What follows belongs to an exercise in optimizing a design on an open flow for small area and a short achievable clock period; a production flow would make more cautious choices.
Where RTL was checked, it was by simulation tests only, not by an equivalence proof against the original.
Power figures rest on the tool's default switching activity, not on a simulated workload.

// NEURON
module NEURON(Clock, SignA, SignB, SignC, SignD, ExponentA, ExponentB, ExponentC, ExponentD, MantissaA, MantissaB, MantissaC, MantissaD, SignOut, ExponentOut, MantissaOut, SignOut1, ExponentOut1, MantissaOut1, SignOut2, ExponentOut2, MantissaOut2);
input Clock;
input SignA;
input SignB;
input SignC;
input SignD;
input [4:0] ExponentA;
input [4:0] ExponentB;
input [4:0] ExponentC;
input [4:0] ExponentD;
input [5:0] MantissaA;
input [5:0] MantissaB;
input [5:0] MantissaC;
input [5:0] MantissaD;
output SignOut, SignOut1, SignOut2;
output [4:0] ExponentOut, ExponentOut1, ExponentOut2;
output [5:0] MantissaOut, MantissaOut1, MantissaOut2;
wire [5:0] e1, e2;
wire [4:1] k1, k2;
MUL6_HA ea0 (ExponentA[0], ExponentB[0], e1[0], k1[1]);
MUL6_HA ec0 (ExponentC[0], ExponentD[0], e2[0], k2[1]);
genvar i;
generate for (i = 1; i < 5; i = i + 1) begin : eadd
  if (i < 4) begin : mid
    MUL6_FA ea (ExponentA[i], ExponentB[i], k1[i], e1[i], k1[i+1]);
    MUL6_FA ec (ExponentC[i], ExponentD[i], k2[i], e2[i], k2[i+1]);
  end else begin : top
    MUL6_FA ea (ExponentA[i], ExponentB[i], k1[i], e1[i], e1[5]);
    MUL6_FA ec (ExponentC[i], ExponentD[i], k2[i], e2[i], e2[5]);
  end
end endgenerate
reg [5:0] r_ma, r_mb, r_mc, r_md;
reg [5:0] r_e1, r_e2;    
reg r_t1, r_t2;          
always @(posedge Clock) begin
  r_ma <= MantissaA; r_mb <= MantissaB; r_mc <= MantissaC; r_md <= MantissaD;
  r_e1 <= e1;
  r_e2 <= e2;
  r_t1 <= SignA ~^ SignB;
  r_t2 <= SignC ~^ SignD;
end
wire [6:0] xd = {1'b0, r_e1} + {1'b0, ~r_e2};
wire e1_gt = xd[6];
wire e_eq = &xd[5:0];
wire e2_gt = ~e1_gt & ~e_eq;
wire [5:0] xd1 = xd[5:0] + 6'd1;
wire [5:0] ediff = e1_gt ? xd1 : ~xd[5:0];
wire [3:0] dsat = ediff[3:0] | {4{ediff[5] | ediff[4]}};
wire [11:0] p1, p2;
MUL6 mul1 (r_ma, r_mb, p1);
MUL6 mul2 (r_mc, r_md, p2);
reg [3:0] r_d;           
reg [11:0] r_x, r_y;
reg [3:0] r_amt;
reg r_swp;
always @(posedge Clock) begin
  r_d <= dsat;
  r_x <= e2_gt ? p1 : p2;
  r_y <= e2_gt ? p2 : p1;
  r_amt <= r_d & {4{e1_gt | e2_gt}};
  r_swp <= e2_gt;
end
wire [11:0] ma = r_y;
wire [11:0] mb = r_x >> r_amt;
wire same = r_t1 ~^ r_t2;
wire inv = ~same;
wire [11:0] bb = mb ^ {12{inv}};
wire [11:0] p = ma ^ bb;
wire [11:0] g = ma & bb;
  ...
For scale: about 720 cells after synthesis, about 91 flip-flops, about 85 I/O pins, ~6800 um^2 of cells after synthesis.
clock: 11.0 ns
lec_check: 0
cap_margin: 20
core_margin: 2
core_utilization: 55
cts_buf_list: sky130_fd_sc_hd__clkbuf_8
slew_margin: 20
tns_end_percent: 5
standard.sh (not shown) runs the stock make flow with config.mk's settings and CLKGATE_MAP_FILE= SYNTH_SCRIPT=/design/flow/synth_recipe.tcl, a recipe that flattens the netlist after the stock synthesis.
==> flow/flow/run.sh <==
#!/bin/bash
# The standard layout, with plain buf_1 cells as port buffers and timing
# repair aiming below the clock period (paths with less than SETUP_SLACK_MARGIN
# ns of slack are repaired).
set -euo pipefail
export BUFFER_PORTS_ARGS="-buffer_cell sky130_fd_sc_hd__buf_1"
export SETUP_SLACK_MARGIN=7.35
bash standard.sh > standard_flow.log 2>&1
Change:
--- a/flow/flow/run.sh
+++ b/flow/flow/run.sh
@@ -5,4 +5,4 @@
 set -euo pipefail
 export BUFFER_PORTS_ARGS="-buffer_cell sky130_fd_sc_hd__buf_1"
-export SETUP_SLACK_MARGIN=7.35
+export SETUP_SLACK_MARGIN=7.3
 bash standard.sh > standard_flow.log 2>&1
The changed run completed with no timing, DRC or antenna violations; global-route usage hardly moves; wire length barely changes; area after synthesis does not change; setup slack barely changes; worst hold slack barely changes; total power is about the same; design area stays flat; first-iteration DRC count goes down by 9.5%; utilization goes up by 0.11 points; maximum frequency is about the same; sequential share of layout area stays flat.
No run of this note included a check of the RTL's function; only the layout flow was run.

NEURON, a different RTL version from the one above (not shown whole).
For scale: ~710 cells after synthesis, about 85 I/O pins, roughly 0.0066 sq mm of cells after synthesis.
clock: 11.0 ns
lec_check: 0
cap_margin: 20
core_margin: 2
core_utilization: 55
cts_buf_list: sky130_fd_sc_hd__clkbuf_8
slew_margin: 20
==> flow/flow/run.sh <==
#!/bin/bash
# The standard layout, with plain buf_1 cells as port buffers and timing
# repair aiming below the clock period (paths with less than SETUP_SLACK_MARGIN
# ns of slack are repaired).
set -euo pipefail
export BUFFER_PORTS_ARGS="-buffer_cell sky130_fd_sc_hd__buf_1"
export SETUP_SLACK_MARGIN=7.1
bash standard.sh > standard_flow.log 2>&1
The first run produced a clean layout.
Then changed:
--- a/flow/flow/run.sh
+++ b/flow/flow/run.sh
@@ -5,4 +5,4 @@
 set -euo pipefail
 export BUFFER_PORTS_ARGS="-buffer_cell sky130_fd_sc_hd__buf_1"
-export SETUP_SLACK_MARGIN=7.1
+export SETUP_SLACK_MARGIN=7.4
 bash standard.sh > standard_flow.log 2>&1
Settings changed: TNS_END_PERCENT set to 5.
Worst hold slack loses 5.3 ps.
Fmax rises slightly.
Power rises by a little under a tenth.
Then changed:
--- a/flow/flow/run.sh
+++ b/flow/flow/run.sh
@@ -5,4 +5,4 @@
 set -euo pipefail
 export BUFFER_PORTS_ARGS="-buffer_cell sky130_fd_sc_hd__buf_1"
-export SETUP_SLACK_MARGIN=7.4
+export SETUP_SLACK_MARGIN=7.25
 bash standard.sh > standard_flow.log 2>&1
Result: The new run produced a clean layout; global-route usage is about the same; sequential power is about the same; non-clock buffer count went down by 2; area after synthesis does not change; flip-flop and latch count does not change; count of clock-buffer cells in the layout is unchanged; hold slack stays flat; wire length went down by 0.91%; setup slack is about the same; clock skew barely changes; cell count stays flat.
Then changed:
Settings changed: TNS_END_PERCENT 5 to not set.
=>
- The new run ran to the end with no violations
- wire length rises by 1.8%
- design area rose by 2.0%
- area after synthesis does not change
- count of clock-buffer cells in the layout stays the same
- total power rose by about 2.2%
- via count grows by 0.90%
- global-route usage goes up by 0.16 points
- sequential power barely changes
- critical path depth does not change
No functional check of the RTL was part of any run of this note.

NEURON, a different RTL version from the one above (not shown whole).
Size: roughly 790 cells after synthesis, ~85 I/O pins, roughly 7100 sq um of cells after synthesis.
Settings: LEC_CHECK=0, CAP_MARGIN=20, CORE_MARGIN=2, CORE_UTILIZATION=40, SLEW_MARGIN=20; clock period 11.0 ns.
==> flow/flow/run.sh <==
#!/bin/bash
# The standard layout; the port buffers are plain buf_2 cells instead of
# the resizer's default pick.
set -euo pipefail
export BUFFER_PORTS_ARGS="-buffer_cell sky130_fd_sc_hd__buf_2"
bash standard.sh > standard_flow.log 2>&1
The starting point finished with timing, DRC and antenna clean.
==> next run, changes <==
==> flow/run.sh (new file) <==
#!/bin/bash
# synth_recipe.tcl (not shown) runs the flow's synth.tcl, then flattens the netlist and writes it again
# the make line also repeats each setting of config.mk as NAME=value (left out here)
make -C /OpenROAD-flow-scripts/flow DESIGN_CONFIG=/design/flow/config.mk WORK_HOME=/design/flow/orfs CLKGATE_MAP_FILE= SYNTH_SCRIPT=/design/flow/synth_recipe.tcl finish
removed: flow/flow/run.sh
removed: flow/standard.sh
After rerunning: First-iteration DRC count went up by about 36%; wire length went up by about 0.6%; clock skew stays flat; die area does not change; worst setup slack degrades by 37 ps; maximum frequency went down by 0.77%; critical path depth went up by 1; cell count stays flat; combinational power went up by about 3%.
Function was not checked in any run of this note: the RTL went through the layout flow alone.

Another version of the RTL of NEURON (not shown whole).
Size in the first run: about 660 cells after synthesis, roughly 91 flip-flops, ~85 I/O pins, roughly 0.0064 mm2 of cells after synthesis.
==> flow/design.v (excerpt) <==
module NEURON(Clock, SignA, SignB, SignC, SignD, ExponentA, ExponentB, ExponentC, ExponentD, MantissaA, MantissaB, MantissaC, MantissaD, SignOut, ExponentOut, MantissaOut, SignOut1, ExponentOut1, MantissaOut1, SignOut2, ExponentOut2, MantissaOut2);
Settings: LEC_CHECK=0, CAP_MARGIN=20, CORE_MARGIN=2, CORE_UTILIZATION=55, CTS_BUF_LIST=sky130_fd_sc_hd__clkbuf_8, SLEW_MARGIN=20, TNS_END_PERCENT=5; clock period 11.0 ns.
==> flow/flow/run.sh <==
#!/bin/bash
# The standard layout, with plain buf_1 cells as port buffers and timing
# repair aiming below the clock period (paths with less than SETUP_SLACK_MARGIN
# ns of slack are repaired).
set -euo pipefail
export BUFFER_PORTS_ARGS="-buffer_cell sky130_fd_sc_hd__buf_1"
export SETUP_SLACK_MARGIN=7.25
bash standard.sh > standard_flow.log 2>&1
Then changed:
--- a/flow/flow/run.sh
+++ b/flow/flow/run.sh
@@ -6,3 +6,3 @@
 export BUFFER_PORTS_ARGS="-buffer_cell sky130_fd_sc_hd__buf_1"
-export SETUP_SLACK_MARGIN=7.25
+export SETUP_SLACK_MARGIN=7.1
 bash standard.sh > standard_flow.log 2>&1
--- a/flow/config.mk
+++ b/flow/config.mk
@@ -11,2 +11,3 @@
 export CTS_BUF_LIST = sky130_fd_sc_hd__clkbuf_8
+export PLACE_DENSITY = 0.7
 export SLEW_MARGIN = 20
The new run completed with no timing, DRC or antenna violations.
Final cell count rose by 0.34%.
Sequential power barely changes.
Routed wire length climbs by 3.5%.
Hold slack gets better by 0.0038 ns.
Total power rises by 2.6%.
Critical path depth fell by 9.
Register-to-register slack stays flat.
Non-clock buffer count climbs by 4.
Via count fell by 0.45%.
Then changed:
--- a/flow/config.mk
+++ b/flow/config.mk
@@ -10,4 +10,5 @@
 export CORE_UTILIZATION = 55
-export CTS_BUF_LIST = sky130_fd_sc_hd__clkbuf_8
-export PLACE_DENSITY = 0.7
+export CTS_BUF_LIST = sky130_fd_sc_hd__clkbuf_16
+export CTS_CLUSTER_DIAMETER = 500
+export CTS_CLUSTER_SIZE = 100
 export SLEW_MARGIN = 20
Power climbs by about 1.2%.
Clock power increases by 20%.
Synthesized cell count stays the same.
Combinational power fell by 3.0%.
Final area increases by 0.31%.
Sequential share of layout area shrinks by 0.11 points.
Final cell count came out lower by about 0.34%.
Maximum frequency grows by 1.8%.
Utilization came out higher by 0.20 points.
Wire length falls by 2.3%.
Clock-buffer cell count stays the same.
Then changed:
--- a/flow/config.mk
+++ b/flow/config.mk
@@ -9,6 +9,5 @@
 export CORE_MARGIN = 2
-export CORE_UTILIZATION = 55
-export CTS_BUF_LIST = sky130_fd_sc_hd__clkbuf_16
-export CTS_CLUSTER_DIAMETER = 500
-export CTS_CLUSTER_SIZE = 100
+export CORE_UTILIZATION = 70
+export CTS_BUF_LIST = sky130_fd_sc_hd__clkbuf_8
+export PLACE_DENSITY = 0.75
 export SLEW_MARGIN = 20
The changed run passed the timing, design-rule and antenna checks.
Critical path depth rose by 9.
Worst setup slack gets worse by 0.11 ns.
Clock skew rose by 0.0039 ns.
Non-clock buffer count rose by 6.
Count of clock-buffer cells in the layout does not change.
Utilization rose by 18 points.
Maximum frequency fell by 2.6%.

==> what the ideal ports hide <==
No port has a modelled driver above. Below, the same layouts with a new extraction and two added sets of constraints.
Step 1 assumes that a clkbuf_16 drives the clock port and a buf_2 every other input.
Step 2 moves the port delays by t, midway between the first and last clock arrival at a register: inputs arrive t later, outputs are due t later. That takes back most of the time a late clock gives input paths.
a / b / c = ideal ports / drivers / drivers and shift; a / b = the first two.
| run | t, ns | slack for setup (ns) | hold slack, ns | worst register clock-pin slew, ns | cell pins on the clock port's net |
|---|---|---|---|---|---|
| the first run of note 1 | 0.406 | 7.266 / 7.233 / 7.007 | 0.431 / 0.431 / 0.431 | 0.09 / 0.09 | 1 |
| the second run of note 1 | 0.406 | 7.267 / 7.234 / 7.008 | 0.430 / 0.430 / 0.430 | 0.09 / 0.09 | 1 |
| the first run of note 2 | 0.405 | 7.110 / 7.073 / 6.966 | 0.435 / 0.435 / 0.435 | 0.09 / 0.09 | 1 |
| the second run of note 2 | 0.417 | 7.178 / 7.139 / 7.020 | 0.430 / 0.430 / 0.430 | 0.09 / 0.09 | 1 |
| the third run of note 2 | 0.413 | 7.178 / 7.139 / 7.020 | 0.430 / 0.430 / 0.430 | 0.10 / 0.10 | 1 |
| the fourth run of note 2 | 0.415 | 7.185 / 7.146 / 7.021 | 0.430 / 0.430 / 0.430 | 0.09 / 0.09 | 1 |
| the first run of note 3 | 0.396 | 6.311 / 6.311 / 6.311 | 0.448 / 0.448 / 0.448 | 0.07 / 0.07 | 1 |
| the second run of note 3 | 0.382 | 6.274 / 6.274 / 6.274 | 0.446 / 0.446 / 0.446 | 0.07 / 0.07 | 1 |
| the first run of note 4 | 0.410 | 7.111 / 7.111 / 7.016 | 0.438 / 0.438 / 0.438 | 0.10 / 0.10 | 1 |
| the second run of note 4 | 0.409 | 7.046 / 7.012 / 6.900 | 0.441 / 0.441 / 0.441 | 0.09 / 0.09 | 1 |
| the third run of note 4 | 0.381 | 7.115 / 7.075 / 6.906 | 0.425 / 0.425 / 0.425 | 0.06 / 0.06 | 1 |
| the fourth run of note 4 | 0.379 | 7.009 / 7.009 / 6.930 | 0.426 / 0.426 / 0.426 | 0.09 / 0.09 | 1 |
After both steps setup and hold are still met in every run listed.
